This design comes from an exercise in tuning for small area, a short achievable clock period and few clock cycles per item on the open sky130 flow, not from production work.
Only simulation tests tie the RTL to the original design; equivalence was not proved.
Power figures rest on the tool's default switching activity, not on a simulated workload.

onyx:
## accumulator_multiplier
module accumulator_multiplier
(
    input logic clock, reset,
    input logic [31:0] multiplicand, multiplier,
    output logic [63:0] out,
    output logic done
);
export LEC_CHECK = 0
export ABC_AREA = 1
export CAP_MARGIN = 20
export CORE_MARGIN = 2
export CORE_UTILIZATION = 40
export SETUP_SLACK_MARGIN = 1.0
export SLEW_MARGIN = 50
create_clock -name core_clock -period 6.0 [get_ports {clock}]
standard.sh (not shown) runs the stock make flow with config.mk's settings and CLKGATE_MAP_FILE= SYNTH_SCRIPT=/design/flow/synth_recipe.tcl, a recipe that flattens the netlist after the stock synthesis.
==> flow/flow/run.sh <==
#!/bin/bash
# Own layout flow: the standard flow (standard.sh) with two changes.
# 1. Yosys's generic "abc -fast" pre-mapping inside synth is skipped (synth -noabc).
#    It scrambles the full-adder structure of the multiplier tree, so extract_fa then
#    maps the adders with an inverter on nearly every pin. The final ABC mapping and
#    the register set are the standard synthesis's.
# 2. The port buffers are buf_2 cells instead of the slow clkdlybuf4s50_1 that
#    buffer_ports picks by default; every port still gets its buffer.
set -euo pipefail
cd "$(dirname "$0")/.."
sed '1s/-noshare/-noshare -noabc/' synth_recipe.tcl > flow_synth.tcl
sed 's#/synth_recipe\.tcl#/flow_synth.tcl#g' standard.sh > flow_standard.sh
grep -q flow_synth.tcl flow_standard.sh
EXTRA=(BUFFER_PORTS_ARGS="-buffer_cell sky130_fd_sc_hd__buf_2")
bash flow_standard.sh "${EXTRA[@]}" synth > flow_synth.log 2>&1
bash flow_standard.sh "${EXTRA[@]}" finish > flow_layout.log 2>&1
test -s out/final.def
Testbench counts of onyx, summed over its fixed seeds: cycles 4,800, items 2,400.
[inputs] indigo vs onyx
Settings: changing SETUP_SLACK_MARGIN from 1.0 to 1.3; changing CORE_UTILIZATION from 40 to 65; changing SLEW_MARGIN from 50 to 20.
Results
- Summary of indigo over onyx: effective utilization at floorplan went up by 25 points, power density over the cells shows an increase of 13 mW/mm2, count of instances resized after the clock tree is built shows an increase of 45, growth of design area from synthesis to finish moved up.
- The more densely filled core belongs to indigo, not onyx.
- indigo vs. onyx: number of setup violations in the final report level; largest vdd supply drop moved up; data arrival at the endpoint of the critical path moved down.
## Diff of input files: ember against indigo
Settings: changing CORE_UTILIZATION from 65 to 40; setting CTS_BUF_LIST to sky130_fd_sc_hd__clkbuf_4 sky130_fd_sc_hd__clkbuf_8 for the first time; changing SETUP_SLACK_MARGIN from 1.3 to 1.0.
==> run notes <==
- Relative to indigo, layout overhead on the synthesized area decreased by 5.1 points in ember.
- Comparing ember and indigo, total non-filler cell area in the finished layout is lower on ember.
- What indigo reported for power has to be multiplied by 0.923 to get the figure for ember.
- | core utilization | higher: indigo |
- In ember, the met2 wire length came out 6.1% above the value in indigo.
- When ember is measured against indigo, its highest achievable clock rate turns out about 5% lower.
- Changes observed in ember relative to indigo: highest net fanout along the worst path moved up, simple-gate portion of the synthesized area level, detailed-route wire length moved down.
The inputs of willow differ from those of ember as listed below.
Settings: a deleted CTS_BUF_LIST that had been sky130_fd_sc_hd__clkbuf_4 sky130_fd_sc_hd__clkbuf_8; a change of SETUP_SLACK_MARGIN from 1.0 to 2.0.
==> run notes <==
- For routed wire length, dividing the value from ember by the value from willow gives 0.893.
- [compare] base=ember new=willow: wire length of the first global-routing pass rose 10%, largest net degree at the start of global routing went up, filler-free cell count of the finished design now larger, final area has increased, total power density per cell area shows an increase of about 2.8%.


accumulator_multiplier, a different RTL version from the one above (not shown whole).
For scale: ~2600 cells after synthesis, about 130 I/O pins, ~0.026 sq mm of cells after synthesis.
clock: 6.0 ns
lec_check: 0
abc_area: 1
cap_margin: 20
core_margin: 2
core_utilization: 40
setup_slack_margin: 1.2
slew_margin: 20
==> flow/flow/run.sh <==
#!/bin/bash
# Own layout flow: the standard flow (standard.sh) with two changes.
# 1. Yosys's generic "abc -fast" pre-mapping inside synth is skipped (synth -noabc).
#    It scrambles the full-adder structure of the multiplier tree, so extract_fa then
#    maps the adders with an inverter on nearly every pin. The final ABC mapping and
#    the register set are the standard synthesis's.
# 2. The port buffers are buf_1 cells instead of the slow clkdlybuf4s50_1 that
#    buffer_ports picks by default; every port still gets its buffer.
set -euo pipefail
cd "$(dirname "$0")/.."
sed '1s/-noshare/-noshare -noabc/' synth_recipe.tcl > flow_synth.tcl
sed 's#/synth_recipe\.tcl#/flow_synth.tcl#g' standard.sh > flow_standard.sh
grep -q flow_synth.tcl flow_standard.sh
EXTRA=(BUFFER_PORTS_ARGS="-buffer_cell sky130_fd_sc_hd__buf_1")
bash flow_standard.sh "${EXTRA[@]}" synth > flow_synth.log 2>&1
bash flow_standard.sh "${EXTRA[@]}" finish > flow_layout.log 2>&1
test -s out/final.def
Testbench counts at the start, summed over its fixed seeds: cycles 4,800, items 2,400.
Then changed:
--- a/flow/config.mk
+++ b/flow/config.mk
@@ -11,2 +11,2 @@
-export CORE_UTILIZATION = 40
-export SETUP_SLACK_MARGIN = 1.2
+export CORE_UTILIZATION = 60
+export SETUP_SLACK_MARGIN = 1.45
After rerunning: The new run produced a clean layout. Utilization goes up by 23 points. Fmax goes up by 4.1%. Global-route usage came out higher by 15 points. Total power goes up by 2.9%. Sequential cell count stays the same. Count of clock-buffer cells in the layout went up by 5. Synthesized cell count does not change. Sequential power barely changes. Final cell count went down by 8.3%. Non-clock buffer count went up by 20.
Then changed:
--- a/flow/config.mk
+++ b/flow/config.mk
@@ -11,2 +11,2 @@
-export CORE_UTILIZATION = 60
-export SETUP_SLACK_MARGIN = 1.45
+export CORE_UTILIZATION = 40
+export SETUP_SLACK_MARGIN = 1.4
Outcome: The changed run completed without violations; total power goes up by a few percent; maximum frequency is lower slightly; wire length grows by a few percent; design area rose slightly; via count went up slightly; core utilization went down by 22 points; clock-buffer cell count drops by 4; clock power stays flat; flip-flop and latch count does not change; synthesized area stays the same; synthesized cell count stays the same.
Then changed:
--- a/flow/config.mk
+++ b/flow/config.mk
@@ -11,2 +11,2 @@
-export CORE_UTILIZATION = 40
-export SETUP_SLACK_MARGIN = 1.4
+export CORE_UTILIZATION = 60
+export SETUP_SLACK_MARGIN = 1.3
Global-route usage climbs by 12 points. Area after synthesis is unchanged. Clock-buffer cell count rose by 3. Routed wire length fell by 5.6%. Total power shrinks by 6.8%. Hold slack gains 0.019 ns.
Then changed:
--- a/flow/config.mk
+++ b/flow/config.mk
@@ -11 +11 @@
-export CORE_UTILIZATION = 60
+export CORE_UTILIZATION = 40
Result:
- via count stays flat
- utilization shrinks by 21 points
- cell count grows by 9.8%
- power grows by 5.3%
- synthesized area does not change

## what the ideal ports hide
No port has a modelled driver above. Below, the same layouts with a new extraction and two added sets of constraints. Step 1 sets driving cells, clkbuf_16 on the clock port and buf_2 on the other inputs (assumed; they add their load-dependent delay and slew). Step 2 times the ports against the registers' clock, not the clock port: input delays grow and output delays shrink by t, the midpoint of the rising clock arrivals with the driver on. Three values: no drivers, after step 1, after step 2; two values: the first two.
run | t, ns | setup WS [ns] | worst slew at a driven data input, ns
onyx | 0.551 | 1.051 / 0.960 / 0.409 | 0.17
indigo | 0.531 | 1.288 / 1.302 / 0.771 | 0.11
ember | 0.633 | 1.031 / 0.956 / 0.323 | 0.16
willow | 0.554 | 1.324 / 1.327 / 0.772 | 0.08
the first run of note 2 | 0.554 | 1.236 / 1.254 / 0.699 | 0.14
the second run of note 2 | 0.546 | 1.425 / 1.366 / 0.876 | 0.13
the third run of note 2 | 0.557 | 1.395 / 1.336 / 0.878 | 0.12
the fourth run of note 2 | 0.552 | 1.360 / 1.299 / 0.804 | 0.11
the fifth run of note 2 | 0.552 | 1.275 / 1.217 / 0.818 | 0.10
After both steps setup and hold are still met in every run listed. For ember, which loses most, drivers alone change the setup slack by -0.075 ns; drivers and shift together by -0.708 ns.
